What follows belongs to an exercise in optimizing a design on an open flow for small area and a short achievable clock period; a production flow would make more cautious choices.
Function was checked by simulation only, so behaviour that the tests miss may differ from the original.
Power is estimated from default activity; no workload was simulated.

--- flow/constraint.sdc ---
create_clock -name core_clock -period 6.0 [get_ports {clk}]
set_input_delay 1.2000 -clock core_clock [delete_from_list [all_inputs] [get_ports {clk}]]
set_output_delay 1.2000 -clock core_clock [all_outputs]
set_load 0.01 [all_outputs]
--- flow/standard.sh ---
#!/bin/bash
# synth_recipe.tcl (not shown) runs the flow's synth.tcl, then flattens the netlist and writes it again
# the make line also repeats each setting of config.mk as NAME=value (left out here)
make -C /OpenROAD-flow-scripts/flow DESIGN_CONFIG=/design/flow/config.mk WORK_HOME=/design/flow/orfs CLKGATE_MAP_FILE= SYNTH_SCRIPT=/design/flow/synth_recipe.tcl "${@:-finish}"
--- flow/config.mk ---
export PLATFORM = sky130hd
export DESIGN_NAME = mac
export DESIGN_NICKNAME = mac
export VERILOG_FILES = /design/flow/design.v
export SDC_FILE = /design/flow/constraint.sdc
export NUM_CORES = 4
export LEC_CHECK = 0
export CAP_MARGIN = 20
export CORE_MARGIN = 2
export CORE_UTILIZATION = 60
export CTS_BUF_LIST = sky130_fd_sc_hd__clkbuf_8
export CTS_CLUSTER_SIZE = 30
export SETUP_SLACK_MARGIN = 3.3
export SLEW_MARGIN = 20
--- flow/flow/run.sh ---
#!/bin/bash
# The standard layout (standard.sh: the standard flow's synthesis and ORFS flow) with these make settings:
# the port buffers are plain buffers (buf_2) instead of the delay buffer that buffer_ports
# picks by default. All output goes to standard.log in the work folder; ORFS also keeps its
# per-step logs under orfs/logs.
set -euo pipefail
bash standard.sh BUFFER_PORTS_ARGS="-buffer_cell sky130_fd_sc_hd__buf_2"  finish > standard.log 2>&1
--- flow/design.v ---
`default_nettype wire
`timescale 1 ns / 1 ps
parameter STEP    = 10;
parameter DWIDTH  = 16;
parameter LWIDTH  = 16;
parameter WAVSIZE = 16;
parameter CORE    = 4;
parameter CORELOG = 2;
parameter NETSIZE = 10;
module mac
  ( input                       clk
  , input                       xrst
  , input                       out_en
  , input                       accum_we
  , input                       reset
  , input  signed [DWIDTH-1:0]  x
  , input  signed [DWIDTH-1:0]  w
  , output signed [DWIDTH-1:0]  y
  );
  reg v0, v1, v2;
  always @(posedge clk) begin
    v0 <= xrst;
    v1 <= xrst & v0;
    v2 <= xrst & v1;
  end
  reg [15:0] xr;
  always @(posedge clk) xr <= x;
  reg [7:0] neg, one, two;
  integer i;
  wire [16:0] we = {w, 1'b0};
  always @(posedge clk)
    for (i = 0; i < 8; i = i + 1) begin
      neg[i] <= we[2*i+2];
      one[i] <= we[2*i+1] ^ we[2*i];
      two[i] <= (we[2*i+2] & ~we[2*i+1] & ~we[2*i]) | (~we[2*i+2] & we[2*i+1] & we[2*i]);
    end
  wire [17:0] xe = {xr[15], xr, 1'b0};
  wire neg0 = neg[0];
  wire [16:0] pp0 = ({17{one[0]}} & xe[17:1] | {17{two[0]}} & xe[16:0]) ^ {17{neg[0]}};
  wire npp0 = ~pp0[16];
  wire neg1 = neg[1];
  wire [16:0] pp1 = ({17{one[1]}} & xe[17:1] | {17{two[1]}} & xe[16:0]) ^ {17{neg[1]}};
  wire npp1 = ~pp1[16];
  wire neg2 = neg[2];
  wire [16:0] pp2 = ({17{one[2]}} & xe[17:1] | {17{two[2]}} & xe[16:0]) ^ {17{neg[2]}};
  wire npp2 = ~pp2[16];
  wire neg3 = neg[3];
  wire [16:0] pp3 = ({17{one[3]}} & xe[17:1] | {17{two[3]}} & xe[16:0]) ^ {17{neg[3]}};
  wire npp3 = ~pp3[16];
  wire neg4 = neg[4];
  wire [16:0] pp4 = ({17{one[4]}} & xe[17:1] | {17{two[4]}} & xe[16:0]) ^ {17{neg[4]}};
  wire npp4 = ~pp4[16];
  wire neg5 = neg[5];
  wire [16:0] pp5 = ({17{one[5]}} & xe[17:1] | {17{two[5]}} & xe[16:0]) ^ {17{neg[5]}};
  wire npp5 = ~pp5[16];
  wire neg6 = neg[6];
  wire [16:0] pp6 = ({17{one[6]}} & xe[17:1] | {17{two[6]}} & xe[16:0]) ^ {17{neg[6]}};
  wire npp6 = ~pp6[16];
  wire neg7 = neg[7];
  wire [16:0] pp7 = ({17{one[7]}} & xe[17:1] | {17{two[7]}} & xe[16:0]) ^ {17{neg[7]}};
  wire npp7 = ~pp7[16];
  wire s1;
  wire c2;
  wire s3;
  wire c4;
  wire s5;
  wire c6;
  wire s7;
  wire c8;
  wire s9;
  wire c10;
  wire s11;
  wire c12;
  wire s13;
  wire c14;
  wire s15;
  wire c16;
  wire s17;
  wire c18;
  wire s19;
  wire c20;
  wire s21;
  wire c22;
  wire s23;
  wire c24;
  wire s25;
  wire c26;
  wire s27;
  wire c28;
  wire s29;
  wire c30;
  wire s31;
  wire c32;
  wire s33;
  wire c34;
  wire s35;
  wire c36;
  wire s37;
  wire c38;
  wire s39;
  wire c40;
  wire s41;
  wire c42;
  wire s43;
  wire c44;
  wire s45;
  wire c46;
  wire s47;
  wire c48;
  wire s49;
  wire c50;
  wire s51;
  wire c52;
  wire s53;
  wire c54;
  wire s55;
  wire c56;
  wire s57;
  wire c58;
  wire s59;
  wire c60;
  wire s61;
  wire c62;
  wire s63;
  wire c64;
  wire s65;
  wire c66;
  wire s67;
  wire c68;
  wire s69;
  wire c70;
  wire s71;
  wire c72;
  wire s73;
  wire c74;
  wire s75;
  wire c76;
  wire s77;
  wire c78;
  wire s79;
  wire c80;
  wire s81;
  wire c82;
  wire s83;
  wire c84;
  wire s85;
  wire c86;
  wire s87;
  wire c88;
  wire s89;
  wire c90;
  wire s91;
  wire c92;
  wire s93;
  wire c94;
  wire s95;
  wire c96;
  wire s97;
  wire c98;
  wire s99;
  wire c100;
  wire s101;
  wire c102;
  wire s103;
  wire c104;
  wire s105;
  wire c106;
  wire s107;
  wire c108;
  wire s109;
  wire c110;
  wire s111;
  wire c112;
  wire s113;
  wire c114;
  wire s115;
  wire c116;
  wire s117;
  wire c118;
  wire s119;
  wire c120;
  wire s121;
  wire c122;
  wire s123;
  wire c124;
  wire s125;
  wire c126;
  wire s127;
  wire c128;
  wire s129;
  wire c130;
  wire s131;
  wire c132;
  wire s133;
  wire c134;
  wire s135;
  wire c136;
  wire s137;
  wire c138;
  wire s139;
  wire c140;
  wire s141;
  wire c142;
  wire s143;
  wire c144;
  wire s145;
  wire c146;
  wire s147;
  wire c148;
  wire s149;
  wire c150;
  wire s151;
  wire c152;
  wire s153;
  wire c154;
  wire s155;
  wire c156;
  wire s157;
  wire c158;
  wire s159;
  wire c160;
  wire s161;
  wire c162;
  wire s163;
  wire c164;
  wire s165;
  wire c166;
  wire s167;
  wire c168;
  wire s169;
  wire c170;
  wire s171;
  wire c172;
  wire s173;
  wire c174;
  wire s175;
  wire c176;
  wire s177;
  wire c178;
  wire s179;
  wire c180;
  wire s181;
  wire c182;
  wire s183;
  wire c184;
  wire s185;
  wire c186;
  wire s187;
  wire c188;
  wire s189;
  wire c190;
  wire s191;
  wire c192;
  wire s193;
  wire c194;
  assign s1 = pp0[4] ^ pp1[2];  assign c2 = pp0[4] & pp1[2];
  assign s3 = pp0[5] ^ pp1[3];  assign c4 = pp0[5] & pp1[3];
  assign s5 = pp0[2] ^ pp1[0];  assign c6 = pp0[2] & pp1[0];
  assign s7 = pp0[3] ^ pp1[1];  assign c8 = pp0[3] & pp1[1];
  assign s9 = pp2[0] ^ neg2 ^ s1;  assign c10 = pp2[0] ^ neg2 ? s1 : pp2[0];
  assign s11 = pp2[1] ^ s3 ^ c2;  assign c12 = pp2[1] ^ s3 ? c2 : pp2[1];
  wire [5:0] lo_a = {s11, s9, s7, neg1, pp0[1], pp0[0]};
  wire [5:0] lo_b = {c10, c8, c6, s5, 1'b0, neg0};
  wire [6:0] lo_sum = lo_a + lo_b;
  wire lo_zero = &(~((lo_a ^ lo_b) ^ {lo_a[4:0] | lo_b[4:0], 1'b0}));
  assign s13 = pp0[6] ^ pp1[4];  assign c14 = pp0[6] & pp1[4];
  assign s15 = pp0[10] ^ pp1[8];  assign c16 = pp0[10] & pp1[8];
  assign s17 = pp0[11] ^ pp1[9];  assign c18 = pp0[11] & pp1[9];
  assign s19 = pp0[12] ^ pp1[10] ^ pp2[8];  assign c20 = pp0[12] ^ pp1[10] ? pp2[8] : pp0[12];
  assign s21 = pp3[6] ^ pp4[4];  assign c22 = pp3[6] & pp4[4];
  assign s23 = pp0[13] ^ pp1[11] ^ pp2[9];  assign c24 = pp0[13] ^ pp1[11] ? pp2[9] : pp0[13];
  assign s25 = pp3[7] ^ pp4[5];  assign c26 = pp3[7] & pp4[5];
  assign s27 = pp0[14] ^ pp1[12] ^ pp2[10];  assign c28 = pp0[14] ^ pp1[12] ? pp2[10] : pp0[14];
  assign s29 = pp3[8] ^ pp4[6] ^ pp5[4];  assign c30 = pp3[8] ^ pp4[6] ? pp5[4] : pp3[8];
  assign s31 = pp6[2] ^ pp7[0];  assign c32 = pp6[2] & pp7[0];
  assign s33 = pp0[15] ^ pp1[13] ^ pp2[11];  assign c34 = pp0[15] ^ pp1[13] ? pp2[11] : pp0[15];
  assign s35 = pp3[9] ^ pp4[7] ^ pp5[5];  assign c36 = pp3[9] ^ pp4[7] ? pp5[5] : pp3[9];
  assign s37 = pp6[3] ^ pp7[1];  assign c38 = pp6[3] & pp7[1];
  assign s39 = npp0 ^ pp1[14] ^ pp2[12];  assign c40 = npp0 ^ pp1[14] ? pp2[12] : npp0;
  assign s41 = pp3[10] ^ pp4[8] ^ pp5[6];  assign c42 = pp3[10] ^ pp4[8] ? pp5[6] : pp3[10];
  assign s43 = pp6[4] ^ pp7[2] ^ 1'b1;  assign c44 = pp6[4] ^ pp7[2] ? 1'b1 : pp6[4];
  assign s45 = pp1[15] ^ pp2[13] ^ pp3[11];  assign c46 = pp1[15] ^ pp2[13] ? pp3[11] : pp1[15];
  assign s47 = pp4[9] ^ pp5[7] ^ pp6[5];  assign c48 = pp4[9] ^ pp5[7] ? pp6[5] : pp4[9];
  assign s49 = pp7[3] ^ 1'b1;  assign c50 = pp7[3] & 1'b1;
  assign s51 = npp1 ^ pp2[14] ^ pp3[12];  assign c52 = npp1 ^ pp2[14] ? pp3[12] : npp1;
  assign s53 = pp4[10] ^ pp5[8] ^ pp6[6];  assign c54 = pp4[10] ^ pp5[8] ? pp6[6] : pp4[10];
  assign s55 = pp2[15] ^ pp3[13] ^ pp4[11];  assign c56 = pp2[15] ^ pp3[13] ? pp4[11] : pp2[15];
  assign s57 = pp5[9] ^ pp6[7];  assign c58 = pp5[9] & pp6[7];
  assign s59 = npp2 ^ pp3[14] ^ pp4[12];  assign c60 = npp2 ^ pp3[14] ? pp4[12] : npp2;
  assign s61 = pp3[15] ^ pp4[13];  assign c62 = pp3[15] & pp4[13];
  assign s63 = pp2[2] ^ pp3[0] ^ neg3;  assign c64 = pp2[2] ^ pp3[0] ? neg3 : pp2[2];
  assign s65 = pp0[7] ^ pp1[5] ^ pp2[3];  assign c66 = pp0[7] ^ pp1[5] ? pp2[3] : pp0[7];
  assign s67 = pp0[8] ^ pp1[6] ^ pp2[4];  assign c68 = pp0[8] ^ pp1[6] ? pp2[4] : pp0[8];
  assign s69 = pp3[2] ^ pp4[0];  assign c70 = pp3[2] & pp4[0];
  assign s71 = pp0[9] ^ pp1[7] ^ pp2[5];  assign c72 = pp0[9] ^ pp1[7] ? pp2[5] : pp0[9];
  assign s73 = pp3[3] ^ pp4[1];  assign c74 = pp3[3] & pp4[1];
  assign s75 = pp2[6] ^ pp3[4] ^ pp4[2];  assign c76 = pp2[6] ^ pp3[4] ? pp4[2] : pp2[6];
  assign s77 = pp5[0] ^ neg5 ^ s15;  assign c78 = pp5[0] ^ neg5 ? s15 : pp5[0];
  assign s79 = pp2[7] ^ pp3[5] ^ pp4[3];  assign c80 = pp2[7] ^ pp3[5] ? pp4[3] : pp2[7];
  assign s81 = pp5[1] ^ s17 ^ c16;  assign c82 = pp5[1] ^ s17 ? c16 : pp5[1];
  assign s83 = pp5[2] ^ pp6[0] ^ neg6;  assign c84 = pp5[2] ^ pp6[0] ? neg6 : pp5[2];
  assign s85 = s19 ^ s21 ^ c18;  assign c86 = s19 ^ s21 ? c18 : s19;
  assign s87 = pp5[3] ^ pp6[1] ^ s23;  assign c88 = pp5[3] ^ pp6[1] ? s23 : pp5[3];
  assign s89 = s25 ^ c20 ^ c22;  assign c90 = s25 ^ c20 ? c22 : s25;
  assign s91 = neg7 ^ s27 ^ s29;  assign c92 = neg7 ^ s27 ? s29 : neg7;
  assign s93 = s31 ^ c24 ^ c26;  assign c94 = s31 ^ c24 ? c26 : s31;
  assign s95 = s33 ^ s35 ^ s37;  assign c96 = s33 ^ s35 ? s37 : s33;
  assign s97 = c28 ^ c30 ^ c32;  assign c98 = c28 ^ c30 ? c32 : c28;
  assign s99 = s39 ^ s41 ^ s43;  assign c100 = s39 ^ s41 ? s43 : s39;
  assign s101 = c34 ^ c36 ^ c38;  assign c102 = c34 ^ c36 ? c38 : c34;
  assign s103 = s45 ^ s47 ^ s49;  assign c104 = s45 ^ s47 ? s49 : s45;
  assign s105 = c40 ^ c42 ^ c44;  assign c106 = c40 ^ c42 ? c44 : c40;
  assign s107 = pp7[4] ^ s51 ^ s53;  assign c108 = pp7[4] ^ s51 ? s53 : pp7[4];
  assign s109 = c46 ^ c48 ^ c50;  assign c110 = c46 ^ c48 ? c50 : c46;
  assign s111 = pp7[5] ^ 1'b1 ^ s55;  assign c112 = pp7[5] ^ 1'b1 ? s55 : pp7[5];
  assign s113 = s57 ^ c52 ^ c54;  assign c114 = s57 ^ c52 ? c54 : s57;
  assign s115 = pp5[10] ^ pp6[8] ^ pp7[6];  assign c116 = pp5[10] ^ pp6[8] ? pp7[6] : pp5[10];
  assign s117 = s59 ^ c56 ^ c58;  assign c118 = s59 ^ c56 ? c58 : s59;
  assign s119 = pp5[11] ^ pp6[9] ^ pp7[7];  assign c120 = pp5[11] ^ pp6[9] ? pp7[7] : pp5[11];
  assign s121 = 1'b1 ^ s61 ^ c60;  assign c122 = 1'b1 ^ s61 ? c60 : 1'b1;
  assign s123 = npp3 ^ pp4[14] ^ pp5[12];  assign c124 = npp3 ^ pp4[14] ? pp5[12] : npp3;
  assign s125 = pp6[10] ^ pp7[8] ^ c62;  assign c126 = pp6[10] ^ pp7[8] ? c62 : pp6[10];
  assign s127 = c4 ^ c12;  assign c128 = c4 & c12;
  assign s129 = pp3[1] ^ c14 ^ s65;  assign c130 = pp3[1] ^ c14 ? s65 : pp3[1];
  assign s131 = neg4 ^ s67 ^ s69;  assign c132 = neg4 ^ s67 ? s69 : neg4;
  assign s133 = s71 ^ s73 ^ c68;  assign c134 = s71 ^ s73 ? c68 : s71;
  assign s135 = s75 ^ s77 ^ c72;  assign c136 = s75 ^ s77 ? c72 : s75;
  assign s137 = s79 ^ s81 ^ c76;  assign c138 = s79 ^ s81 ? c76 : s79;
  assign s139 = s83 ^ s85 ^ c80;  assign c140 = s83 ^ s85 ? c80 : s83;
  assign s141 = s87 ^ s89 ^ c84;  assign c142 = s87 ^ s89 ? c84 : s87;
  assign s143 = s91 ^ s93 ^ c88;  assign c144 = s91 ^ s93 ? c88 : s91;
  assign s145 = s95 ^ s97 ^ c92;  assign c146 = s95 ^ s97 ? c92 : s95;
  assign s147 = s99 ^ s101 ^ c96;  assign c148 = s99 ^ s101 ? c96 : s99;
  assign s149 = s103 ^ s105 ^ c100;  assign c150 = s103 ^ s105 ? c100 : s103;
  assign s151 = s107 ^ s109 ^ c104;  assign c152 = s107 ^ s109 ? c104 : s107;
  assign s153 = s111 ^ s113 ^ c108;  assign c154 = s111 ^ s113 ? c108 : s111;
  assign s155 = s115 ^ s117 ^ c112;  assign c156 = s115 ^ s117 ? c112 : s115;
  assign s157 = s119 ^ s121 ^ c116;  assign c158 = s119 ^ s121 ? c116 : s119;
  assign s159 = s123 ^ s125 ^ c120;  assign c160 = s123 ^ s125 ? c120 : s123;
  reg lo_c, lo_z;
  reg t6_0;
  reg t6_1;
  reg t6_2;
  reg t7_0;
  reg t7_1;
  reg t7_2;
  reg t8_0;
  reg t8_1;
  reg t8_2;
  reg t9_0;
  reg t9_1;
  reg t9_2;
  reg t10_0;
  reg t10_1;
  reg t10_2;
  reg t11_0;
  reg t11_1;
  reg t11_2;
  reg t12_0;
  reg t12_1;
  reg t12_2;
  reg t13_0;
  reg t13_1;
  reg t13_2;
  reg t14_0;
  reg t14_1;
  reg t14_2;
  reg t15_0;
  reg t15_1;
  reg t15_2;
  reg t16_0;
  reg t16_1;
  reg t16_2;
  reg t17_0;
  reg t17_1;
  reg t17_2;
  reg t18_0;
  reg t18_1;
  reg t18_2;
  reg t19_0;
  reg t19_1;
  reg t19_2;
  reg t20_0;
  reg t20_1;
  reg t20_2;
  reg t21_0;
  reg t21_1;
  reg t21_2;
  reg t22_0;
  reg t22_1;
  reg t22_2;
  always @(posedge clk) begin
    lo_c <= lo_sum[6];
    lo_z <= lo_zero;
    t6_0 <= s13;
    t6_1 <= s63;
    t6_2 <= s127;
    t7_0 <= c64;
    t7_1 <= s129;
    t7_2 <= c128;
    t8_0 <= c66;
    t8_1 <= s131;
    t8_2 <= c130;
    t9_0 <= c70;
    t9_1 <= s133;
    t9_2 <= c132;
    t10_0 <= c74;
    t10_1 <= s135;
    t10_2 <= c134;
    t11_0 <= c78;
    t11_1 <= s137;
    t11_2 <= c136;
    t12_0 <= c82;
    t12_1 <= s139;
    t12_2 <= c138;
    t13_0 <= c86;
    t13_1 <= s141;
    t13_2 <= c140;
    t14_0 <= c90;
    t14_1 <= s143;
    t14_2 <= c142;
    t15_0 <= c94;
    t15_1 <= s145;
    t15_2 <= c144;
    t16_0 <= c98;
    t16_1 <= s147;
    t16_2 <= c146;
    t17_0 <= c102;
    t17_1 <= s149;
    t17_2 <= c148;
    t18_0 <= c106;
    t18_1 <= s151;
    t18_2 <= c150;
    t19_0 <= c110;
    t19_1 <= s153;
    t19_2 <= c152;
    t20_0 <= c114;
    t20_1 <= s155;
    t20_2 <= c154;
    t21_0 <= c118;
    t21_1 <= s157;
    t21_2 <= c156;
    t22_0 <= c122;
    t22_1 <= s159;
    t22_2 <= c158;
  end
  assign s161 = t6_0 ^ t6_1;  assign c162 = t6_0 & t6_1;
  assign s163 = t7_0 ^ t7_1 ^ t7_2;  assign c164 = t7_0 ^ t7_1 ? t7_2 : t7_0;
  assign s165 = t8_0 ^ t8_1 ^ t8_2;  assign c166 = t8_0 ^ t8_1 ? t8_2 : t8_0;
  assign s167 = t9_0 ^ t9_1 ^ t9_2;  assign c168 = t9_0 ^ t9_1 ? t9_2 : t9_0;
  assign s169 = t10_0 ^ t10_1 ^ t10_2;  assign c170 = t10_0 ^ t10_1 ? t10_2 : t10_0;
  assign s171 = t11_0 ^ t11_1 ^ t11_2;  assign c172 = t11_0 ^ t11_1 ? t11_2 : t11_0;
  assign s173 = t12_0 ^ t12_1 ^ t12_2;  assign c174 = t12_0 ^ t12_1 ? t12_2 : t12_0;
  assign s175 = t13_0 ^ t13_1 ^ t13_2;  assign c176 = t13_0 ^ t13_1 ? t13_2 : t13_0;
  assign s177 = t14_0 ^ t14_1 ^ t14_2;  assign c178 = t14_0 ^ t14_1 ? t14_2 : t14_0;
  assign s179 = t15_0 ^ t15_1 ^ t15_2;  assign c180 = t15_0 ^ t15_1 ? t15_2 : t15_0;
  assign s181 = t16_0 ^ t16_1 ^ t16_2;  assign c182 = t16_0 ^ t16_1 ? t16_2 : t16_0;
  assign s183 = t17_0 ^ t17_1 ^ t17_2;  assign c184 = t17_0 ^ t17_1 ? t17_2 : t17_0;
  assign s185 = t18_0 ^ t18_1 ^ t18_2;  assign c186 = t18_0 ^ t18_1 ? t18_2 : t18_0;
  assign s187 = t19_0 ^ t19_1 ^ t19_2;  assign c188 = t19_0 ^ t19_1 ? t19_2 : t19_0;
  assign s189 = t20_0 ^ t20_1 ^ t20_2;  assign c190 = t20_0 ^ t20_1 ? t20_2 : t20_0;
  assign s191 = t21_0 ^ t21_1 ^ t21_2;  assign c192 = t21_0 ^ t21_1 ? t21_2 : t21_0;
  assign s193 = t22_0 ^ t22_1 ^ t22_2;  assign c194 = t22_0 ^ t22_1 ? t22_2 : t22_0;
  wire [16:0] ha = {s193, s191, s189, s187, s185, s183, s181, s179, s177, s175, s173, s171, s169, s167, s165, s163, t6_2};
  wire [16:0] hb = {c192, c190, c188, c186, c184, c182, c180, c178, c176, c174, c172, c170, c168, c166, c164, c162, s161};
  wire [17:0] phs = {ha, 1'b1} + {hb, lo_c};
  wire [16:0] ph = phs[17:1];
  wire [14:0] p15 = ph[16:2];
  wire zz = lo_z & ~|ph[1:0];
  wire dec = p15[14] & zz;
  reg [14:0] phr;
  reg zr;
  always @(posedge clk) begin
    phr <= p15;
    zr <= zz;
  end
  wire decr = phr[14] & zr;
  wire [15:0] q16 = {phr[14], phr};
  wire [15:0] acc = {acch, accl};
  wire [15:0] ts = ~(acc ^ q16);
  wire [15:0] tc = {acc[14:0] | q16[14:0], ~decr};
  reg [11:0] acch;
  reg [3:0] accl;
  reg [2:0] acck;
  reg [15:0] yr;
  wire [4:0] sum0 = ts[3:0] + tc[3:0];
  wire [5:0] sumc1 = {ts[7:4], 1'b1} + {tc[7:4], acck[0]};
  wire [5:0] sumc2 = {ts[11:8], 1'b1} + {tc[11:8], acck[1]};
  wire [5:0] sumc3 = {ts[15:12], 1'b1} + {tc[15:12], acck[2]};
  always @(posedge clk)
    if (!xrst | reset) begin
      acch <= 0;
      accl <= 0;
      acck <= 0;
    end else if (accum_we & v2) begin
      accl <= sum0[3:0];
      acch <= {sumc3[4:1], sumc2[4:1], sumc1[4:1]};
      acck <= {sumc2[5], sumc1[5], sum0[4]};
    end
  wire [15:0] accy = {acch, accl} + {3'd0, acck[2], 3'd0, acck[1], 3'd0, acck[0], 4'd0};
  always @(posedge clk)
    if (!xrst)
      yr <= 0;
    else if (out_en)
      yr <= accy;
  assign y = yr;
endmodule
==> results.sh, run 1 <==
export IMPL_dpl_worst_slack_ns=3.397
export IMPL_drc=0
export IMPL_outcome="timing/DRC/antenna clean"
export IMPL_synth_seq_cells=147
export IMPL_fin_crit_ns=2.546
export IMPL_floorplan_initialDensity_pct=61.45
export IMPL_syn_inst=1095
export IMPL_setup_viol_count_final=0
export IMPL_syn_to_final_growth_pct=6.008
export IMPL_drive_above_1_share_pct=10.81
export IMPL_fp_row_count=47
export IMPL_grt_util_all_layers_pct=22.93
export IMPL_avgRoutedWirePerCell_um=14.69
export IMPL_synth_edf_count=0
export IMPL_ys_seq_area_share_pct=28.78
export IMPL_synth_area_leaders="dfxtp_1, xnor2_1, ha_1"
export IMPL_fin_util_pct=65.14
export IMPL_cts_tree="done"
export IMPL_tightestPinTransition_ns=1.043
export IMPL_worstPathArrival_ns=2.95
export IMPL_yosys_warnings=1
export IMPL_overflow=0
export IMPL_cp_num_buf_inv=0
export IMPL_dp_cells=1298
export IMPL_power_density_mw_per_mm2=513.5
export IMPL_antenna_found_initial=0
export IMPL_postSynthAreaPerCell_um2=9.339
export IMPL_setup_slack_ns=3.454
export IMPL_fillers=1409
export IMPL_yosys_area_top_type="dfxtp_1"
export IMPL_worstSetupPathType="flop to flop"
export IMPL_ir_worst_vdd_uv=223.1
export IMPL_hold_path_class="flop to flop"
export IMPL_synth_top_area_share_pct=28.78
export IMPL_fmax_ghz=0.3927
export IMPL_routed_wl_um=19540
export IMPL_final_setup_tns_ns=0
export IMPL_drtPass1Iterations=5
export IMPL_dieArea_mm2=0.01810
export IMPL_die_h_um=134.6
export IMPL_cp_top_family="flip-flops"
export IMPL_ff2ff_setup_slack_ns=3.45
export IMPL_hold_ws_ns=0.4468
export IMPL_core_mm2=0.01664
export IMPL_finalHoldViolCount=0
export IMPL_grt_max_degree=25
export IMPL_slew_viol_final=0
export IMPL_grt_pass1_vias=6948
export IMPL_dr_first_iter_drc_count=438
export IMPL_synth_fp_nets=1215
export IMPL_portBuffers=52
export IMPL_diodes=0
export IMPL_die_w_um=134.6
export IMPL_required_ns=6.40
export IMPL_crit_path_max_fanout=16
export IMPL_clock_skew_ns=0.01630
export IMPL_gp_congestion=0.8232
export IMPL_clkSlewWorstSetupHoldPaths_ns=0.10
export IMPL_cts_root_buf="clkbuf_8"
export IMPL_cts_hold_fix_buffers=0
export IMPL_synth_main_ff_cell="dfxtp_1"
export IMPL_timing_max_cap_violations=0
export IMPL_cp_start_kind="flop"
export IMPL_clk_latency_ns=0.47
export IMPL_num_vias=7214
export IMPL_dp_hpwl_um=14510
export IMPL_clkSinkCount=147
export IMPL_grt_pass1_wl_um=33310
export IMPL_mappedNetlistArea_mm2=0.01023
export IMPL_nets=1217
export IMPL_cts_repair_resized=0
export IMPL_rsz0062_at_grt="true"
export IMPL_slowest_stage="dfxtp_1"
export IMPL_fin_crit_sh_pct=42.44
export IMPL_final_cells=1330
export IMPL_cts_buffers=17
export IMPL_slowest_delay_ns=0.78
export IMPL_postCtsSetupRepairBufs=0
export IMPL_regArea_mm2=0.002952
export IMPL_cpMostUsedCell="xnor2_1"
export IMPL_cts_buffer_depth=2
export IMPL_ant_nets=0
export IMPL_synth_cell_types=41
export IMPL_viasPerCell=5.424
export IMPL_max_slew_margin_rel_pct=30.40
export IMPL_htree_num_levels=4
export IMPL_worstPathCellList="a22oi_1 -> xnor2_1 -> ha_1 -> xnor2_1 -> xnor2_1 -> ha_1 -> xor2_1 -> nand4_1 -> nor2_1"
export IMPL_leakage_nw=4.401
export IMPL_async_reset_ff_share_pct=0
export IMPL_ios=53
export IMPL_crit_path_end_kind="flop"
export IMPL_multi_input_area_mm2=0.006645
==> cell type report <==
cell class,instances,share of cell area (%)
inverter,75,2.597
multi-input combinational,804,61.30
clock buffer,17,2.158
clock inverter,15,1.777
tap,220,2.539
timing repair buffer,52,2.401
sequential,147,27.23
==> per-stage QoR <==
| step | power (W) | instance area [um2] |
|---|---|---|
| after detailed placement | 0.004724 | 10390 |
| after floorplan | 0.004240 | 10230 |
| after CTS | 0.005589 | 10820 |
| final | 0.005567 | 10840 |
| after global placement | 0.004673 | 10390 |
| after global routing | 0.006095 | 10840 |
==> layout by cell type, fill, tap and decap left out, types with 41 or more instances in the layout <==
cell	n
nand2_1	53
inv_1	75
maj3_1	49
buf_2	52
dfxtp_1	140
a21oi_1	41
xnor2_1	257
a22oi_1	97
ha_1	78
xor2_1	51
==> final timing paths <==
path,from,endpoint,cells after the start
setup / recovery,xr[4]$_DFF_P_,lo_z$_DFF_P_,9
hold / removal,v0$_DFF_P_,v1$_DFF_P_,1
hold reg to reg,v0$_DFF_P_,v1$_DFF_P_,1
setup reg to reg,xr[4]$_DFF_P_,lo_z$_DFF_P_,9
==> synth_stat cells (all sizes together), types with 2 or more instances <==
| cell type | count |
|---|---|
| o21bai | 3 |
| ha | 78 |
| a31o | 2 |
| o21a | 2 |
| o211a | 8 |
| a22oi | 104 |
| nor2 | 19 |
| nor2b | 13 |
| o21ai | 28 |
| inv | 75 |
| fa | 5 |
| nor3 | 4 |
| dfxtp | 147 |
| mux2i | 8 |
| maj3 | 61 |
| a211oi | 5 |
| and2 | 3 |
| xor2 | 51 |
| nand2b | 11 |
| nand2 | 53 |
| buf | 47 |
| mux2 | 4 |
| nand3 | 6 |
| clkbuf | 22 |
| nand3b | 8 |
| xnor2 | 258 |
| a21o | 20 |
| a31oi | 3 |
| a21oi | 41 |
| and3 | 2 |
==> power by group <==
| group | switching (W) | internal (W) |
|---|---|---|
| Clock | 0.000413 | 0.000423 |
| Sequential | 0.000219 | 0.00127 |
| Combinational | 0.00158 | 0.00166 |
==> per-layer routing <==
| layer | routed length, um | track usage [%] | vias to the layer above |
|---|---|---|---|
| met5 | 0 | 0 | - |
| met4 | 382 | 8.246 | 0 |
| met3 | 780 | 4.092 | 35 |
| met2 | 9340 | 39.23 | 182 |
| met1 | 9039 | 29.03 | 3301 |
| li1 | - | - | 3696 |
==> registers in the layout, summed over array words and instances (netlist names), 3 cells and up <==
| name | count |
|---|---|
| one | 8 |
| phr | 15 |
| acck | 3 |
| xr | 16 |
| accl | 4 |
| neg | 8 |
| acch | 12 |
| two | 8 |
| yr | 16 |
==> cells by family after synthesis <==
logic type | Yosys count | share of synthesized area [%]
AOI/OAI and AO/OA | 217 | 14.78
xor gates and xnor gates | 309 | 26.54
adders and majority gates | 144 | 16.64
buffers and inverters | 144 | 6.362
DFF | 147 | 28.78
muxes | 12 | 1.224
and+or+nand+nor | 122 | 5.677
==> run 2, diff against run 1 <==
--- a/flow/config.mk
+++ b/flow/config.mk
@@ -11,4 +11,4 @@
 export CTS_BUF_LIST = sky130_fd_sc_hd__clkbuf_8
 export CTS_CLUSTER_SIZE = 30
-export SETUP_SLACK_MARGIN = 3.3
+export SETUP_SLACK_MARGIN = 3.4
 export SLEW_MARGIN = 20
==> run 2 against run 1 <==
Synthesized area unchanged. Cell count unchanged. Core utilization up 0.14 points. Sequential cell count unchanged. Clock power about the same. Register-to-register slack better by 0.09 ns. Total power up 0.34%. Synthesized cell count unchanged. Wire length about the same.
==> results.sh, run 2 <==
export IMPL_setup_worst_path_start="t12_1$_DFF_P_"
export IMPL_grt_pass1_wl_um=33340
export IMPL_htree_num_levels=4
export IMPL_overflow=0
export IMPL_grt_util_all_layers_pct=22.94
export IMPL_tightestPinTransition_ns=0.8916
export IMPL_required_ns=6.41
export IMPL_fp_row_count=47
export IMPL_mostFrequentLayoutCells="xnor2_1, dfxtp_1, a22oi_1"
export IMPL_dieArea_mm2=0.01810
export IMPL_rsz0062_at_grt="false"
export IMPL_cp_start_kind="flop"
export IMPL_dp_hpwl_um=14510
export IMPL_crit_path_max_fanout=5
export IMPL_ir_worst_vdd_uv=223.5
export IMPL_slowest_delay_ns=0.37
export IMPL_avgRoutedWirePerCell_um=14.70
export IMPL_portBuffers=52
export IMPL_finalHoldViolCount=0
export IMPL_viasPerCell=5.446
export IMPL_synth_seq_cells=147
export IMPL_final_setup_tns_ns=0
export IMPL_drive_above_1_share_pct=12.07
export IMPL_antenna_found_initial=0
export IMPL_fillers=1400
export IMPL_slew_viol_final=0
export IMPL_syn_to_final_growth_pct=6.228
export IMPL_diodes=0
export IMPL_grt_pass1_vias=6950
export IMPL_synthTopCellsByCount="xnor2_1, dfxtp_1, a22oi_1, ha_1, inv_1"
export IMPL_power_density_mw_per_mm2=514.2
export IMPL_clk_latency_ns=0.47
export IMPL_slowest_stage="ha_1"
export IMPL_synth_main_ff_cell="dfxtp_1"
export IMPL_mappedNetlistArea_mm2=0.01023
export IMPL_synth_fp_nets=1215
export IMPL_worstPathArrival_ns=2.87
export IMPL_outcome="timing/DRC/antenna clean"
export IMPL_regArea_mm2=0.002967
export IMPL_dr_first_iter_drc_count=448
export IMPL_worstPathCellList="maj3_1 -> ha_1 -> a21o_1 -> a21o_1 -> a21oi_1 -> o21ai_0 -> a31oi_2 -> o21ai_0 -> a21oi_1 -> xnor2_1"
export IMPL_yosys_warnings=1
export IMPL_crit_path_end_kind="flop"
export IMPL_postSynthAreaPerCell_um2=9.339
export IMPL_gp_congestion=0.8232
export IMPL_fmax_ghz=0.4070
export IMPL_postCtsSetupRepairBufs=0
export IMPL_drtPass1Iterations=5
export IMPL_worstSetupPathType="flop to flop"
export IMPL_syn_inst=1095
export IMPL_cts_buffers=17
export IMPL_core_mm2=0.01664
export IMPL_synth_area_leaders="dfxtp_1, xnor2_1, ha_1"
export IMPL_cts_root_buf="clkbuf_8"
export IMPL_floorplan_initialDensity_pct=61.45
export IMPL_fin_util_pct=65.27
export IMPL_fin_crit_sh_pct=40.96
export IMPL_synth_cell_types=41
export IMPL_num_vias=7243
export IMPL_ios=53
export IMPL_yosys_area_top_type="dfxtp_1"
export IMPL_min_from="v0$_DFF_P_"
export IMPL_ant_nets=0
export IMPL_fin_crit_ns=2.457
export IMPL_routed_wl_um=19550
export IMPL_setup_viol_count_final=0
export IMPL_cts_buffer_depth=2
export IMPL_r2r_start="t12_1$_DFF_P_"
export IMPL_synth_top_area_share_pct=28.78
export IMPL_ff2ff_setup_slack_ns=3.54
export IMPL_die_h_um=134.6
export IMPL_leakage_nw=4.404
export IMPL_cts_tree="done"
export IMPL_nets=1217
export IMPL_clkSlewWorstSetupHoldPaths_ns=0.10
export IMPL_hold_path_class="flop to flop"
export IMPL_ys_seq_area_share_pct=28.78
export IMPL_max_slew_margin_rel_pct=40.48
export IMPL_final_common_cell="xnor2_1"
export IMPL_top_regs="xr: 16 flops, yr: 16 flops, phr: 15 flops"
export IMPL_multi_input_area_mm2=0.006653
export IMPL_synth_edf_count=0
export IMPL_clock_skew_ns=0.01654
export IMPL_grt_max_degree=25
export IMPL_worst_r2r_path_depth=10
export IMPL_yosys_cell_count_top_type="xnor2_1"
export IMPL_drc=0
export IMPL_async_reset_ff_share_pct=0
export IMPL_timing_max_cap_violations=0
export IMPL_hold_depth=1
export IMPL_die_w_um=134.6
export IMPL_clkSinkCount=147
[run 2: final cells by class]
cell class                 instances  share of cell area (%)
tap                              220                   2.534
sequential                       147                   27.31
inverter                          75                   2.592
multi-input combinational        804                   61.24
clock buffer                      17                   2.154
clock inverter                    15                   1.774
timing repair buffer              52                   2.396
[run 2: worst max-delay path: cells and delay by family (launching register included)]
kind | cells | cell delay, ns
adder cells (fa/ha/maj) | 2 | 0.73
XOR/XNOR | 1 | 0.13
flip-flops | 1 | 0.33
AO/OA/AOI/OAI | 7 | 1.23
[run 2: timing repair]
action,in CTS,in global routing
cloned,0,0
hold buffers,0,0
pin swaps,0,1
gates resized for setup,1,24
setup endpoints to repair,2,18
[run 2: final timing paths]
kind,endpoint
worst max register to register,phr[14]$_DFF_P_
worst max-delay path,phr[14]$_DFF_P_
worst min register to register,v1$_DFF_P_
worst min-delay path,v1$_DFF_P_
[run 2: where the power goes]
part	internal (W)	switching, W	total [W]
clock network	0.000423	0.000416	0.000839
logic	0.00167	0.00159	0.00326
registers	0.00127	0.000219	0.00149
[run 2: through the flow]
step                setup WS (ns)  hold slack (ns)  cell area (um2)  std cells  power (W)
global placement            3.448           0.4102            10390       1298   0.004673
global route                3.405           0.4653            10860       1330   0.006114
detailed placement          3.397           0.4306            10390       1298   0.004724
finish                      3.543           0.4468            10860       1330   0.005586
floorplan                   3.592           0.4057            10230       1095   0.004240
CTS                         3.401           0.4538            10830       1330   0.005603
[run 2: cell families after synthesis]
group	share of synthesized area, %
fa+ha+maj	16.64
compound gates	14.78
simple gates	5.677
mux	1.224
buf+inv	6.362
xor+xnor	26.54
flops	28.78
[run 2: per-layer routing]
| metal | share of wire, % | wire, um | up-vias | GRT usage [%] |
|---|---|---|---|---|
| met5 | 0 | 0 | - | 0 |
| met4 | 2.2 | 421 | 0 | 8.129 |
| met3 | 4.0 | 788 | 38 | 4.092 |
| met2 | 47 | 9252 | 201 | 39.29 |
| met1 | 46 | 9087 | 3306 | 29.07 |
| li1 | - | - | 3698 | - |
==> run 3, diff against run 2 <==
--- a/flow/config.mk
+++ b/flow/config.mk
@@ -11,4 +11,4 @@
 export CTS_BUF_LIST = sky130_fd_sc_hd__clkbuf_8
 export CTS_CLUSTER_SIZE = 30
-export SETUP_SLACK_MARGIN = 3.4
+export SETUP_SLACK_MARGIN = 3.5
 export SLEW_MARGIN = 20
==> run 3 against run 2 <==
Combinational power up 2%. First-iteration DRC count decreased by 3.3%. Clock-buffer cell count unchanged. Synthesized cell count unchanged. Sequential cell count did not move. Highest routed layer unchanged.
==> results.sh, run 3 <==
export IMPL_postSynthAreaPerCell_um2=9.339
export IMPL_hold_depth=1
export IMPL_top_regs="xr: 16 flops, yr: 16 flops, phr: 15 flops"
export IMPL_synth_cell_types=41
export IMPL_fp_row_count=47
export IMPL_worstSetupPathType="flop to flop"
export IMPL_design_area_mm2=0.01092
export IMPL_dp_hpwl_um=14510
export IMPL_grt_pass1_wl_um=33400
export IMPL_leakage_nw=4.417
export IMPL_yosys_cell_count_top_type="xnor2_1"
export IMPL_mostFrequentLayoutCells="xnor2_1, dfxtp_1, a22oi_1"
export IMPL_setup_viol_count_final=0
export IMPL_antenna_found_initial=0
export IMPL_hold_ws_ns=0.4464
export IMPL_slew_viol_final=0
export IMPL_grt_pass1_vias=6971
export IMPL_async_reset_ff_share_pct=0
export IMPL_tightestPinTransition_ns=0.7884
export IMPL_core_mm2=0.01664
export IMPL_hold_path_class="flop to flop"
export IMPL_yosys_warnings=1
export IMPL_crit_path_max_fanout=5
export IMPL_ant_nets=0
export IMPL_fin_crit_ns=2.376
export IMPL_max_slew_margin_rel_pct=47.32
export IMPL_power_frac_comb_pct=59.0
export IMPL_routed_wl_um=19570
export IMPL_synthTopCellsByCount="xnor2_1, dfxtp_1, a22oi_1, ha_1, inv_1"
export IMPL_num_vias=7275
export IMPL_cts_tree="done"
export IMPL_p_clk_share_pct=14.8
export IMPL_dpl_worst_slack_ns=3.397
export IMPL_required_ns=6.40
export IMPL_dieArea_mm2=0.01810
export IMPL_ys_seq_area_share_pct=28.78
export IMPL_clkSinkCount=147
export IMPL_cts_buffers=17
export IMPL_gp_congestion=0.8232
export IMPL_clk_latency_ns=0.46
export IMPL_worstPathArrival_ns=2.77
export IMPL_ir_worst_vdd_uv=224.0
export IMPL_overflow=0
export IMPL_r2r_start="t12_1$_DFF_P_"
export IMPL_final_setup_tns_ns=0
export IMPL_fin_crit_sh_pct=39.59
export IMPL_fmax_ghz=0.4210
export IMPL_portBuffers=52
export IMPL_die_h_um=134.6
export IMPL_switching_share_pct=39.83
export IMPL_min_to="v1$_DFF_P_"
export IMPL_viasPerCell=5.466
export IMPL_slowest_stage="maj3_1"
export IMPL_p_sw_w=0.002255
export IMPL_worstPathCellList="maj3_1 -> ha_4 -> a21o_1 -> a21o_1 -> a21oi_1 -> o21ai_0 -> a31oi_2 -> o21ai_0 -> a21oi_1 -> xnor2_1"
export IMPL_cp_top_family="compound AO/OA/AOI/OAI gates"
export IMPL_die_w_um=134.6
export IMPL_clkSlewWorstSetupHoldPaths_ns=0.09
export IMPL_grt_util_all_layers_pct=22.98
export IMPL_cts_buffer_depth=2
export IMPL_avgRoutedWirePerCell_um=14.70
export IMPL_drc=0
export IMPL_synth_fp_nets=1215
export IMPL_finalHoldViolCount=0
export IMPL_ff2ff_setup_slack_ns=3.62
export IMPL_p_int_w=0.003407
export IMPL_floorplan_initialDensity_pct=61.45
export IMPL_htree_num_levels=4
export IMPL_rsz0062_at_grt="false"
export IMPL_grt_max_degree=25
export IMPL_final_common_cell="xnor2_1"
export IMPL_cts_root_buf="clkbuf_8"
export IMPL_synth_top_area_share_pct=28.78
export IMPL_mappedNetlistArea_mm2=0.01023
export IMPL_syn_to_final_growth_pct=6.766
export IMPL_drtPass1Iterations=5
export IMPL_setup_slack_ns=3.624
export IMPL_synth_area_leaders="dfxtp_1, xnor2_1, ha_1"
export IMPL_crit_path_end_kind="flop"
export IMPL_synth_main_ff_cell="dfxtp_1"
export IMPL_cp_num_buf_inv=0
export IMPL_nets=1218
export IMPL_syn_inst=1095
export IMPL_diodes=0
export IMPL_worst_r2r_path_depth=10
export IMPL_timing_max_cap_violations=0
export IMPL_rr_endpoint="phr[14]$_DFF_P_"
export IMPL_postPlaceCellArea_mm2=0.01039
export IMPL_seq_power_share_pct=26.3
export IMPL_min_from="v0$_DFF_P_"
export IMPL_yosys_area_top_type="dfxtp_1"
export IMPL_outcome="timing/DRC/antenna clean"
export IMPL_ios=53
export IMPL_cp_start_kind="flop"
export IMPL_slowest_delay_ns=0.40
export IMPL_clock_skew_ns=0.01420
export IMPL_dr_first_iter_drc_count=433
export IMPL_power_density_mw_per_mm2=518.5
export IMPL_synth_edf_count=0
export IMPL_synth_seq_cells=147
export IMPL_drive_above_1_share_pct=13.14
[run 3: cell counts after synthesis]
No cell type changed its count.
[run 3: power by group through the flow]
stage                     registers, W  clock network (W)  logic, W
after floorplan                0.00139                  0   0.00285
after global placement         0.00150                  0   0.00317
after detailed placement       0.00151                  0   0.00322
after CTS                      0.00148           0.000861   0.00328
after global routing           0.00152           0.000905   0.00377
final                          0.00149           0.000836   0.00334
[run 3: repair_timing]
action                                  in CTS  in global routing
hold buffers                                 0                  0
endpoints found under the setup margin      15                 25
buffers inserted                             0                  1
gates resized for setup                     12                 28
pin swaps                                    0                  4
[run 3: kinds of logic (layout without fill, tap and decap cells)]
kind of cell    after synthesis  in the layout  share of synthesized area, %
buf+inv                     144            160                         6.362
mux                          12             12                         1.224
fa+ha+maj                   144            144                         16.64
xor+xnor                    309            309                         26.54
flops                       147            147                         28.78
simple gates                122            122                         5.677
compound gates              217            217                         14.78
[run 3: layout make-up]
| type | instances | area [um2] |
|---|---|---|
| multi-input cells | 804 | 6685 |
| fillers | 1402 | 5724 |
| flip-flops and latches | 147 | 2982 |
| inverters | 75 | 281.5 |
| well taps | 220 | 275.3 |
| repair buffers | 53 | 267.8 |
| clock buffers | 17 | 234.0 |
| clock inverters | 15 | 192.7 |
[run 3: worst max-delay path by stage]
stage	slack, ns	cells after the start	to	from
2_1_floorplan	3.59	5	yr[11]$_SDFFE_PN0P_	out_en
3_3_place_gp	3.45	10	phr[14]$_DFF_P_	t6_0$_DFF_P_
3_5_place_dp	3.40	10	phr[14]$_DFF_P_	t6_0$_DFF_P_
4_1_cts	3.53	9	lo_z$_DFF_P_	xr[3]$_DFF_P_
5_1_grt	3.49	11	phr[11]$_DFF_P_	t7_2$_DFF_P_
6_report	3.62	10	phr[14]$_DFF_P_	t12_1$_DFF_P_
[run 3: through the flow]
| stage | util, % | power [W] | instances |
|---|---|---|---|
| final | 65.60 | 0.005661 | 1331 |
| after floorplan | - | 0.004240 | 1095 |
| after global routing | 65.60 | 0.006193 | 1331 |
| after global placement | 62.45 | 0.004673 | 1298 |
| after detailed placement | 62.45 | 0.004724 | 1298 |
| after CTS | 65.15 | 0.005620 | 1330 |
[run 3: layer usage]
metal | track usage [%] | routed length [um] | up-vias
met4 | 8.421 | 372 | 0
met2 | 39.48 | 9328 | 210
li1 | - | - | 3701
met1 | 29.05 | 9012 | 3328
met3 | 3.866 | 859 | 36
met5 | 0 | 0 | -
[run 3: worst reg2reg max path: cells and delay by family, from the launching register on]
| family | cells | cell delay (ns) |
|---|---|---|
| xor+xnor | 1 | 0.13 |
| compound gates | 7 | 1.19 |
| fa+ha+maj | 2 | 0.68 |
| flops | 1 | 0.33 |
==> run 4, diff against run 3 <==
--- a/flow/flow/run.sh
+++ b/flow/flow/run.sh
@@ -5,3 +5,3 @@
 # per-step logs under orfs/logs.
 set -euo pipefail
-bash standard.sh BUFFER_PORTS_ARGS="-buffer_cell sky130_fd_sc_hd__buf_2"  finish > standard.log 2>&1
+bash standard.sh BUFFER_PORTS_ARGS="-buffer_cell sky130_fd_sc_hd__buf_2" ADDER_MAP_FILE= finish > standard.log 2>&1
==> run 4 against run 3 <==
Setup slack worse by 0.14 ns. Non-clock buffer count up 4. Fmax down 5.7%. Clock skew down 0.0014 ns. First-iteration DRC count up 11%. Core utilization down 0.15 points. Die area up 3.6%. Synthesized cell count up 11%. Critical path type unchanged.
==> results.sh, run 4 <==
export IMPL_hold_ws_ns=0.4429
export IMPL_ir_worst_vdd_uv=214.5
export IMPL_ant_nets=0
export IMPL_fin_crit_ns=2.519
export IMPL_dp_hpwl_um=16070
export IMPL_slowest_delay_ns=0.39
export IMPL_crit_path_end_kind="flop"
export IMPL_worstPathCellList="maj3_2 -> maj3_2 -> a222oi_1 -> or3_1 -> nand3_4 -> buf_4 -> maj3_1 -> xnor2_1"
export IMPL_cts_root_buf="clkbuf_8"
export IMPL_design_area_mm2=0.01132
export IMPL_fp_row_count=48
export IMPL_gp_congestion=0.8591
export IMPL_cts_tree="done"
export IMPL_drive_above_1_share_pct=11.65
export IMPL_yosys_cell_count_top_type="xnor2_1"
export IMPL_overflow=0
export IMPL_ys_seq_area_share_pct=27.74
export IMPL_synth_cell_types=64
export IMPL_fin_util_pct=65.46
export IMPL_slowest_stage="a222oi_1"
export IMPL_postPlaceCellArea_mm2=0.01079
export IMPL_fmax_ghz=0.3970
export IMPL_max_slew_margin_rel_pct=44.41
export IMPL_dr_first_iter_drc_count=482
export IMPL_final_setup_tns_ns=0
export IMPL_grt_pass1_vias=7355
export IMPL_avgRoutedWirePerCell_um=15.27
export IMPL_tightestPinTransition_ns=0.8318
export IMPL_die_w_um=137.0
export IMPL_dpl_worst_slack_ns=3.355
export IMPL_postSynthAreaPerCell_um2=8.739
export IMPL_syn_inst=1214
export IMPL_synth_main_ff_cell="dfxtp_1"
export IMPL_yosys_warnings=1
export IMPL_worstSetupPathType="flop to flop"
export IMPL_clkSlewWorstSetupHoldPaths_ns=0.08
export IMPL_mostFrequentLayoutCells="xnor2_1, dfxtp_1, a22oi_1"
export IMPL_portBuffers=52
export IMPL_power_density_mw_per_mm2=532.2
export IMPL_htree_num_levels=4
export IMPL_synth_area_leaders="dfxtp_1, xnor2_1, a22oi_1"
export IMPL_yosys_area_top_type="dfxtp_1"
export IMPL_clkSinkCount=147
export IMPL_cts_buffers=17
export IMPL_grt_pass1_wl_um=35220
export IMPL_nets=1244
export IMPL_setup_viol_count_final=0
export IMPL_cp_top_family="adder cells"
export IMPL_floorplan_initialDensity_pct=61.34
export IMPL_worstPathArrival_ns=2.84
export IMPL_fin_crit_sh_pct=41.98
export IMPL_die_h_um=137.0
export IMPL_leakage_nw=4.193
export IMPL_routed_wl_um=22050
export IMPL_cp_num_buf_inv=1
export IMPL_clock_skew_ns=0.01278
export IMPL_finalHoldViolCount=0
export IMPL_setup_slack_ns=3.481
export IMPL_mappedNetlistArea_mm2=0.01061
export IMPL_viasPerCell=5.740
export IMPL_antenna_found_initial=0
export IMPL_slew_viol_final=0
export IMPL_hold_path_class="flop to flop"
export IMPL_top_regs="xr: 16 flops, yr: 16 flops, phr: 15 flops"
export IMPL_cp_start_kind="flop"
export IMPL_core_mm2=0.01730
export IMPL_timing_max_cap_violations=0
export IMPL_drtPass1Iterations=5
export IMPL_dieArea_mm2=0.01876
export IMPL_drc=0
export IMPL_ios=53
export IMPL_synthTopCellsByCount="xnor2_1, dfxtp_1, a22oi_1, xor2_1, nand2_1"
export IMPL_required_ns=6.33
export IMPL_cpMostUsedCell="maj3_2"
export IMPL_cts_buffer_depth=2
export IMPL_num_vias=8288
export IMPL_grt_max_degree=33
export IMPL_clk_latency_ns=0.45
export IMPL_final_common_cell="xnor2_1"
export IMPL_diodes=0
export IMPL_synth_fp_nets=1251
export IMPL_grt_util_all_layers_pct=23.43
export IMPL_synth_top_area_share_pct=27.74
export IMPL_async_reset_ff_share_pct=0
export IMPL_synth_edf_count=0
export IMPL_syn_to_final_growth_pct=6.722
export IMPL_outcome="timing/DRC/antenna clean"
export IMPL_synth_seq_cells=147
export IMPL_rsz0062_at_grt="true"
export IMPL_crit_path_max_fanout=6
[run 4: changes by cell type after synthesis, sizes merged, moves of 15 or more]
cell	previous run	this run
ha	78	0
inv	75	19
nor2	19	60
o21ai	28	68
xor2	51	82
or3	1	19
clkbuf	22	38
and2	3	18
[run 4: path summary, 6_finish.rpt]
| kind | from | to | slack, ns | cells past startpoint |
|---|---|---|---|---|
| worst min register to register | v1$_DFF_P_ | v2$_DFF_P_ | 0.44 | 1 |
| worst min-delay path | v1$_DFF_P_ | v2$_DFF_P_ | 0.44 | 1 |
| worst max-delay path | t8_1$_DFF_P_ | phr[6]$_DFF_P_ | 3.48 | 8 |
| worst max register to register | t8_1$_DFF_P_ | phr[6]$_DFF_P_ | 3.48 | 8 |
[run 4: final cells by class]
type                            instances  area [um2]
Clock buffer                           17       234.0
Clock inverter                         14       166.4
Fill cell                            1517        5974
Inverter                               19       71.32
Multi-Input combinational cell        965        7284
Sequential cell                       147        2987
Tap cell                              225       281.5
Timing Repair Buffer                   57       297.8
[run 4: where the power goes]
part	internal [W]	total (W)	switching, W
logic	0.00181	0.00364	0.00184
clock network	0.000406	0.000789	0.000383
registers	0.00127	0.00159	0.000327
total	0.00348	0.00603	0.00255
[run 4: metal layers]
layer | share of wire, % | vias up | global-route usage [%] | wire length [um]
met2 | 48 | 194 | 39.91 | 10620
met1 | 47 | 3838 | 30.16 | 10320
met4 | 1.0 | 0 | 6.701 | 224
met5 | 0 | - | 0 | 0
li1 | - | 4233 | - | -
met3 | 4.0 | 23 | 4.407 | 886
[run 4: through the flow]
step	total power, W	cells
CTS	0.005897	1440
global route	0.006519	1444
global placement	0.005019	1409
finish	0.006025	1444
detailed placement	0.005088	1409
floorplan	0.004531	1214
[run 4: logic make-up (layout without fill, tap and decap cells)]
family | Yosys count | in the layout | share of synthesized area (%)
xor+xnor | 341 | 341 | 30.23
compound gates | 317 | 317 | 20.04
simple gates | 234 | 234 | 10.89
flops | 147 | 147 | 27.74
buf+inv | 102 | 107 | 4.151
fa+ha+maj | 63 | 63 | 5.991
mux | 10 | 10 | 0.9671
[run 4: timing repair]
action                                  4_1_cts  5_1_grt
hold buffers                                  0        0
setup buffers                                 0        4
pin swaps                                     0        6
resized for setup                             8       36
endpoints found under the setup margin        7       25
gates cloned                                  0        0
==> run 5, diff against run 4 <==
--- a/flow/flow/run.sh
+++ b/flow/flow/run.sh
@@ -5,3 +5,3 @@
 # per-step logs under orfs/logs.
 set -euo pipefail
-bash standard.sh BUFFER_PORTS_ARGS="-buffer_cell sky130_fd_sc_hd__buf_2" ADDER_MAP_FILE= finish > standard.log 2>&1
+bash standard.sh BUFFER_PORTS_ARGS="-buffer_cell sky130_fd_sc_hd__buf_2"  finish > standard.log 2>&1
--- a/flow/config.mk
+++ b/flow/config.mk
@@ -8,7 +8,7 @@
 export CAP_MARGIN = 20
 export CORE_MARGIN = 2
-export CORE_UTILIZATION = 60
+export CORE_UTILIZATION = 80
 export CTS_BUF_LIST = sky130_fd_sc_hd__clkbuf_8
 export CTS_CLUSTER_SIZE = 30
-export SETUP_SLACK_MARGIN = 3.5
+export SETUP_SLACK_MARGIN = 3.8
 export SLEW_MARGIN = 20
==> run 5 against run 4 <==
Synthesized area decreased by 3.6%. Core utilization increased by 25 points. Via count increased by 1.3%. Sequential power decreased by 4%. Sequential share of layout area increased by 0.78 points. Fmax increased by 4.9%. Critical path depth increased by 1. Clock skew increased by 0.0014 ns. Largest power group unchanged.
==> results.sh, run 5 <==
export IMPL_outcome="timing/DRC/antenna clean"
export IMPL_dr_first_iter_drc_count=1196
export IMPL_clkSinkCount=147
export IMPL_clk_latency_ns=0.47
export IMPL_ys_seq_area_share_pct=28.78
export IMPL_r2r_start="t11_2$_DFF_P_"
export IMPL_dpl_worst_slack_ns=3.429
export IMPL_p_clk_share_pct=11.5
export IMPL_multi_input_area_mm2=0.006897
export IMPL_worstPathArrival_ns=2.76
export IMPL_die_h_um=117.1
export IMPL_yosys_warnings=1
export IMPL_dieArea_mm2=0.01370
export IMPL_fin_crit_ns=2.401
export IMPL_dp_hpwl_um=14490
export IMPL_ff2ff_setup_slack_ns=3.60
export IMPL_synth_fp_nets=1215
export IMPL_synth_top_area_share_pct=28.78
export IMPL_synth_edf_count=0
export IMPL_final_common_cell="xnor2_1"
export IMPL_max_slew_margin_rel_pct=46.50
export IMPL_tightestPinTransition_ns=0.8025
export IMPL_worstSetupPathType="flop to flop"
export IMPL_power_frac_comb_pct=64.7
export IMPL_hold_path_class="flop to flop"
export IMPL_slew_viol_final=0
export IMPL_num_vias=8399
export IMPL_switching_share_pct=43.39
export IMPL_synth_seq_cells=147
export IMPL_drc=0
export IMPL_ant_nets=0
export IMPL_p_sw_w=0.002783
export IMPL_finalHoldViolCount=0
export IMPL_fin_crit_sh_pct=40.02
export IMPL_timing_max_cap_violations=0
export IMPL_grt_pass1_vias=7715
export IMPL_ios=53
export IMPL_power_density_mw_per_mm2=566.6
export IMPL_crit_path_end_kind="flop"
export IMPL_drive_above_1_share_pct=20.05
export IMPL_cp_start_kind="flop"
export IMPL_rsz0062_at_grt="true"
export IMPL_yosys_area_top_type="dfxtp_1"
export IMPL_fmax_ghz=0.4164
export IMPL_overflow=0
export IMPL_syn_to_final_growth_pct=10.69
export IMPL_core_mm2=0.01257
export IMPL_floorplan_initialDensity_pct=81.36
export IMPL_worst_r2r_path_depth=9
export IMPL_viasPerCell=6.416
export IMPL_final_setup_tns_ns=0
export IMPL_required_ns=6.36
export IMPL_drtPass1Iterations=9
export IMPL_hold_depth=1
export IMPL_grt_pass1_wl_um=35730
export IMPL_seq_power_share_pct=23.8
export IMPL_grt_max_degree=25
export IMPL_synth_area_leaders="dfxtp_1, xnor2_1, ha_1"
export IMPL_syn_inst=1095
export IMPL_cts_buffer_depth=2
export IMPL_top_regs="xr: 16 flops, yr: 16 flops, phr: 15 flops"
export IMPL_ir_worst_vdd_uv=299.5
export IMPL_antenna_found_initial=0
export IMPL_diodes=0
export IMPL_gp_congestion=0.8694
export IMPL_min_from="v0$_DFF_P_"
export IMPL_setup_viol_count_final=0
export IMPL_leakage_nw=4.599
export IMPL_yosys_cell_count_top_type="xnor2_1"
export IMPL_fp_row_count=41
export IMPL_clkSlewWorstSetupHoldPaths_ns=0.08
export IMPL_routed_wl_um=26670
export IMPL_async_reset_ff_share_pct=0
export IMPL_regArea_mm2=0.003074
export IMPL_grt_util_all_layers_pct=33.47
export IMPL_synth_cell_types=41
export IMPL_synth_main_ff_cell="dfxtp_1"
export IMPL_cts_root_buf="clkbuf_8"
export IMPL_rr_endpoint="phr[12]$_DFF_P_"
export IMPL_mappedNetlistArea_mm2=0.01023
export IMPL_mostFrequentLayoutCells="xnor2_1, dfxtp_1, a22oi_1"
export IMPL_portBuffers=52
export IMPL_p_int_w=0.003631
export IMPL_clock_skew_ns=0.01419
export IMPL_htree_num_levels=4
export IMPL_synthTopCellsByCount="xnor2_1, dfxtp_1, a22oi_1, ha_1, inv_1"
export IMPL_avgRoutedWirePerCell_um=20.38
export IMPL_cts_tree="done"
export IMPL_nets=1245
export IMPL_cts_buffers=17
export IMPL_crit_path_max_fanout=4
export IMPL_die_w_um=117.1
export IMPL_fillers=535
export IMPL_setup_slack_ns=3.599
export IMPL_postSynthAreaPerCell_um2=9.339
export IMPL_min_to="v1$_DFF_P_"
==> run 5: changes by cell type after synthesis, moves of 16 or more <==
cell     before  now
inv_1        19   75
or3_1        19    1
xor2_1       82   51
ha_1          0   78
o21ai_0      61   26
buf_2        44   28
nor2_1       60   19
==> run 5: cells by family after synthesis <==
group / synth area share (%)
simple gates: 5.677
xor+xnor: 26.54
fa+ha+maj: 16.64
buf+inv: 6.362
compound gates: 14.78
flops: 28.78
mux: 1.224
==> run 5: power by group through the flow <==
stage | Clock [W] | Combinational, W | Sequential, W
after floorplan | 0 | 0.00289 | 0.00139
after global placement | 0 | 0.00316 | 0.00149
after detailed placement | 0 | 0.00330 | 0.00151
after CTS | 0.000739 | 0.00363 | 0.00149
after global routing | 0.000781 | 0.00446 | 0.00154
final | 0.000739 | 0.00415 | 0.00152
==> run 5: what timing repair did <==
action                                  CTS  global route
pin swaps                                19            20
buffers inserted                          6            22
gates resized for setup                  70            59
hold buffers                              0             0
endpoints found under the setup margin   36            33
==> run 5: routing by layer <==
layer	wire [um]	global-route usage (%)
met1	9577	37.82
met5	0	0
met2	12870	59.42
met3	2415	7.415
met4	1807	16.86
==> run 5: final cells by class <==
| type | instances | share of cell area [%] |
|---|---|---|
| Clock buffer | 19 | 2.310 |
| Clock inverter | 12 | 0.9506 |
| Inverter | 75 | 2.487 |
| Multi-Input combinational cell | 804 | 60.93 |
| Sequential cell | 147 | 27.16 |
| Tap cell | 172 | 1.901 |
| Timing Repair Buffer | 80 | 4.267 |
==> run 5: metrics by stage <==
step | std cells | utilization, % | hold slack [ns] | cell area [um2] | power, W
global route | 1309 | 90.06 | 0.4580 | 11320 | 0.006783
floorplan | 1095 | - | 0.4057 | 10270 | 0.004280
CTS | 1287 | 86.96 | 0.4353 | 10930 | 0.005859
detailed placement | 1250 | 82.36 | 0.4164 | 10350 | 0.004805
global placement | 1250 | 82.36 | 0.4111 | 10350 | 0.004652
finish | 1309 | 90.06 | 0.4389 | 11320 | 0.006414
==> run 5: worst max-delay path, stage by stage (launching register included) <==
cell,delay (ns)
dfxtp_1,0.34
xnor2_1,0.34
xnor2_1,0.21
ha_1,0.43
nand3_1,0.16
o21ai_4,0.28
a31oi_4,0.15
o21bai_1,0.16
a21oi_1,0.10
xnor2_1,0.12
==> run 5: worst max path at each step <==
| stage | startpoint | end | slack, ns |
|---|---|---|---|
| floorplan | out_en | yr[11]$_SDFFE_PN0P_ | 3.80 |
| global placement | t6_0$_DFF_P_ | phr[14]$_DFF_P_ | 3.51 |
| detailed placement | t6_0$_DFF_P_ | phr[14]$_DFF_P_ | 3.43 |
| CTS | t7_1$_DFF_P_ | phr[11]$_DFF_P_ | 3.70 |
| global route | t11_2$_DFF_P_ | phr[12]$_DFF_P_ | 3.52 |
| finish | t11_2$_DFF_P_ | phr[12]$_DFF_P_ | 3.60 |
==> run 6, diff against run 5 <==
--- a/flow/config.mk
+++ b/flow/config.mk
@@ -8,7 +8,7 @@
 export CAP_MARGIN = 20
 export CORE_MARGIN = 2
-export CORE_UTILIZATION = 80
+export CORE_UTILIZATION = 70
 export CTS_BUF_LIST = sky130_fd_sc_hd__clkbuf_8
 export CTS_CLUSTER_SIZE = 30
-export SETUP_SLACK_MARGIN = 3.8
+export SETUP_SLACK_MARGIN = 3.7
 export SLEW_MARGIN = 20
==> run 6 against run 5 <==
Still clean. Fmax up 5.9%. Cell area down 1.6%. Global-route usage down 7.9 points. Sequential share of layout area up 0.071 points. Via count down 12%. Cell count up 0.61%. Setup slack better by 0.13 ns. First-iteration DRC count down 59%. Total power down 7.3%. Core utilization down 13 points. Clock-buffer cell count up 2. Critical path type unchanged.
==> results.sh, run 6 <==
export IMPL_grt_util_all_layers_pct=25.52
export IMPL_synth_main_ff_cell="dfxtp_1"
export IMPL_cts_hold_fix_buffers=0
export IMPL_ff2ff_setup_slack_ns=3.73
export IMPL_synth_top_area_share_pct=28.78
export IMPL_r2r_start="t13_1$_DFF_P_"
export IMPL_htree_num_levels=4
export IMPL_ant_nets=0
export IMPL_crit_path_end_kind="flop"
export IMPL_viasPerCell=5.590
export IMPL_fmax_ghz=0.4409
export IMPL_num_vias=7362
export IMPL_min_to="v1$_DFF_P_"
export IMPL_dr_first_iter_drc_count=493
export IMPL_avgRoutedWirePerCell_um=15.00
export IMPL_clk_latency_ns=0.46
export IMPL_drtPass1Iterations=6
export IMPL_die_h_um=124.9
export IMPL_grt_pass1_wl_um=32930
export IMPL_yosys_warnings=1
export IMPL_ir_worst_vdd_uv=210.7
export IMPL_synth_cell_types=41
export IMPL_max_slew_margin_rel_pct=50.87
export IMPL_power_density_mw_per_mm2=533.8
export IMPL_synth_seq_cells=147
export IMPL_die_w_um=124.9
export IMPL_clkSlewWorstSetupHoldPaths_ns=0.08
export IMPL_hold_ws_ns=0.4326
export IMPL_outcome="timing/DRC/antenna clean"
export IMPL_synthTopCellsByCount="xnor2_1, dfxtp_1, a22oi_1, ha_1, inv_1"
export IMPL_async_reset_ff_share_pct=0
export IMPL_drive_above_1_share_pct=16.77
export IMPL_mostFrequentLayoutCells="xnor2_1, dfxtp_1, a22oi_1"
export IMPL_fin_crit_sh_pct=37.80
export IMPL_postSynthAreaPerCell_um2=9.339
export IMPL_syn_to_final_growth_pct=8.969
export IMPL_design_area_mm2=0.01114
export IMPL_synth_fp_nets=1215
export IMPL_dieArea_mm2=0.01559
export IMPL_cts_buffers=17
export IMPL_grt_pass1_vias=7020
export IMPL_overflow=0
export IMPL_postPlaceCellArea_mm2=0.01035
export IMPL_final_common_cell="xnor2_1"
export IMPL_hold_path_class="flop to flop"
export IMPL_clock_skew_ns=0.01333
export IMPL_diodes=0
export IMPL_routed_wl_um=19750
export IMPL_fp_row_count=44
export IMPL_nets=1240
export IMPL_clkSinkCount=147
export IMPL_worstPathArrival_ns=2.62
export IMPL_rr_endpoint="phr[12]$_DFF_P_"
export IMPL_core_mm2=0.01442
export IMPL_syn_inst=1095
export IMPL_ios=53
export IMPL_timing_max_cap_violations=0
export IMPL_cts_root_buf="clkbuf_8"
export IMPL_floorplan_initialDensity_pct=70.90
export IMPL_gp_congestion=0.8386
export IMPL_yosys_area_top_type="dfxtp_1"
export IMPL_ys_seq_area_share_pct=28.78
export IMPL_grt_max_degree=25
export IMPL_leakage_nw=4.547
export IMPL_fin_crit_ns=2.268
export IMPL_cp_start_kind="flop"
export IMPL_rsz0062_at_grt="true"
export IMPL_drc=0
export IMPL_yosys_cell_count_top_type="xnor2_1"
export IMPL_cts_tree="done"
export IMPL_fin_util_pct=77.26
run 6: cells by family after synthesis:
kind of cell,share of synthesized area [%]
muxes,1.224
AOI/OAI and AO/OA,14.78
and+or+nand+nor,5.677
DFF,28.78
buffers and inverters,6.362
adders and majority gates,16.64
xor gates and xnor gates,26.54
run 6: critical path: stages (launching register included):
cell	delay, ns
dfxtp_2	0.34
maj3_1	0.36
ha_1	0.41
nand3_1	0.16
nor2_1	0.31
a31oi_4	0.16
o21bai_1	0.23
a21oi_2	0.09
xnor2_1	0.12
run 6: through the flow:
stage                     power [W]  cells  worst slack [ns]
after floorplan            0.004240   1095             3.707
after global placement     0.004640   1262             3.459
after CTS                  0.005644   1297             3.701
final                      0.005948   1317             3.732
after global routing       0.006481   1317             3.547
after detailed placement   0.004729   1262             3.409
run 6: report_power, final:
part / internal [W] / leakage (nW) / switching (W)
clock: 0.000366 / 0.203 / 0.000371
combinational: 0.00192 / 3.11 / 0.00180
sequential: 0.00127 / 1.23 / 0.000222
run 6: area by class of cell:
type | count | area, um2
Fill cell | 1025 | 3281
Tap cell | 184 | 230.2
Timing Repair Buffer | 75 | 432.9
Clock buffer | 21 | 289.0
Multi-Input combinational cell | 804 | 6788
Inverter | 75 | 281.5
Sequential cell | 147 | 3034
Clock inverter | 11 | 87.58
run 6: worst max-delay path by stage:
| stage | startpoint | endpoint | slack [ns] | cells past startpoint |
|---|---|---|---|---|
| after floorplan | out_en | yr[11]$_SDFFE_PN0P_ | 3.71 | 5 |
| after global placement | t6_0$_DFF_P_ | phr[14]$_DFF_P_ | 3.46 | 10 |
| after detailed placement | t6_0$_DFF_P_ | phr[14]$_DFF_P_ | 3.41 | 10 |
| after CTS | t13_1$_DFF_P_ | phr[14]$_DFF_P_ | 3.70 | 11 |
| after global routing | t7_1$_DFF_P_ | phr[11]$_DFF_P_ | 3.55 | 11 |
| final | t13_1$_DFF_P_ | phr[12]$_DFF_P_ | 3.73 | 8 |
run 6: what timing repair did:
item                                    4_1_cts  5_1_grt
endpoints found under the setup margin       30       24
pin swaps                                     3       20
buffers inserted                              3       20
endpoints found under the hold margin         0        0
gates resized for setup                      37       52
run 6: metal layers:
layer  wire length (um)  vias to the layer above  GRT usage [%]  part of all wire, %
met5                  0                        -              0                    0
met4                355                        0          9.346                  1.8
met3                994                       36          5.155                  5.0
met2               9712                      210          44.10                   49
met1               8689                     3370          31.53                   44
li1                   -                     3746              -                    -

Setup slack of run 6, layout unchanged: 3.732 ns with ideal ports, 3.732 ns with driving cells assumed (clock clkbuf_16, inputs buf_2), 3.538 ns with port delays also shifted by the 0.489 ns mid clock arrival.
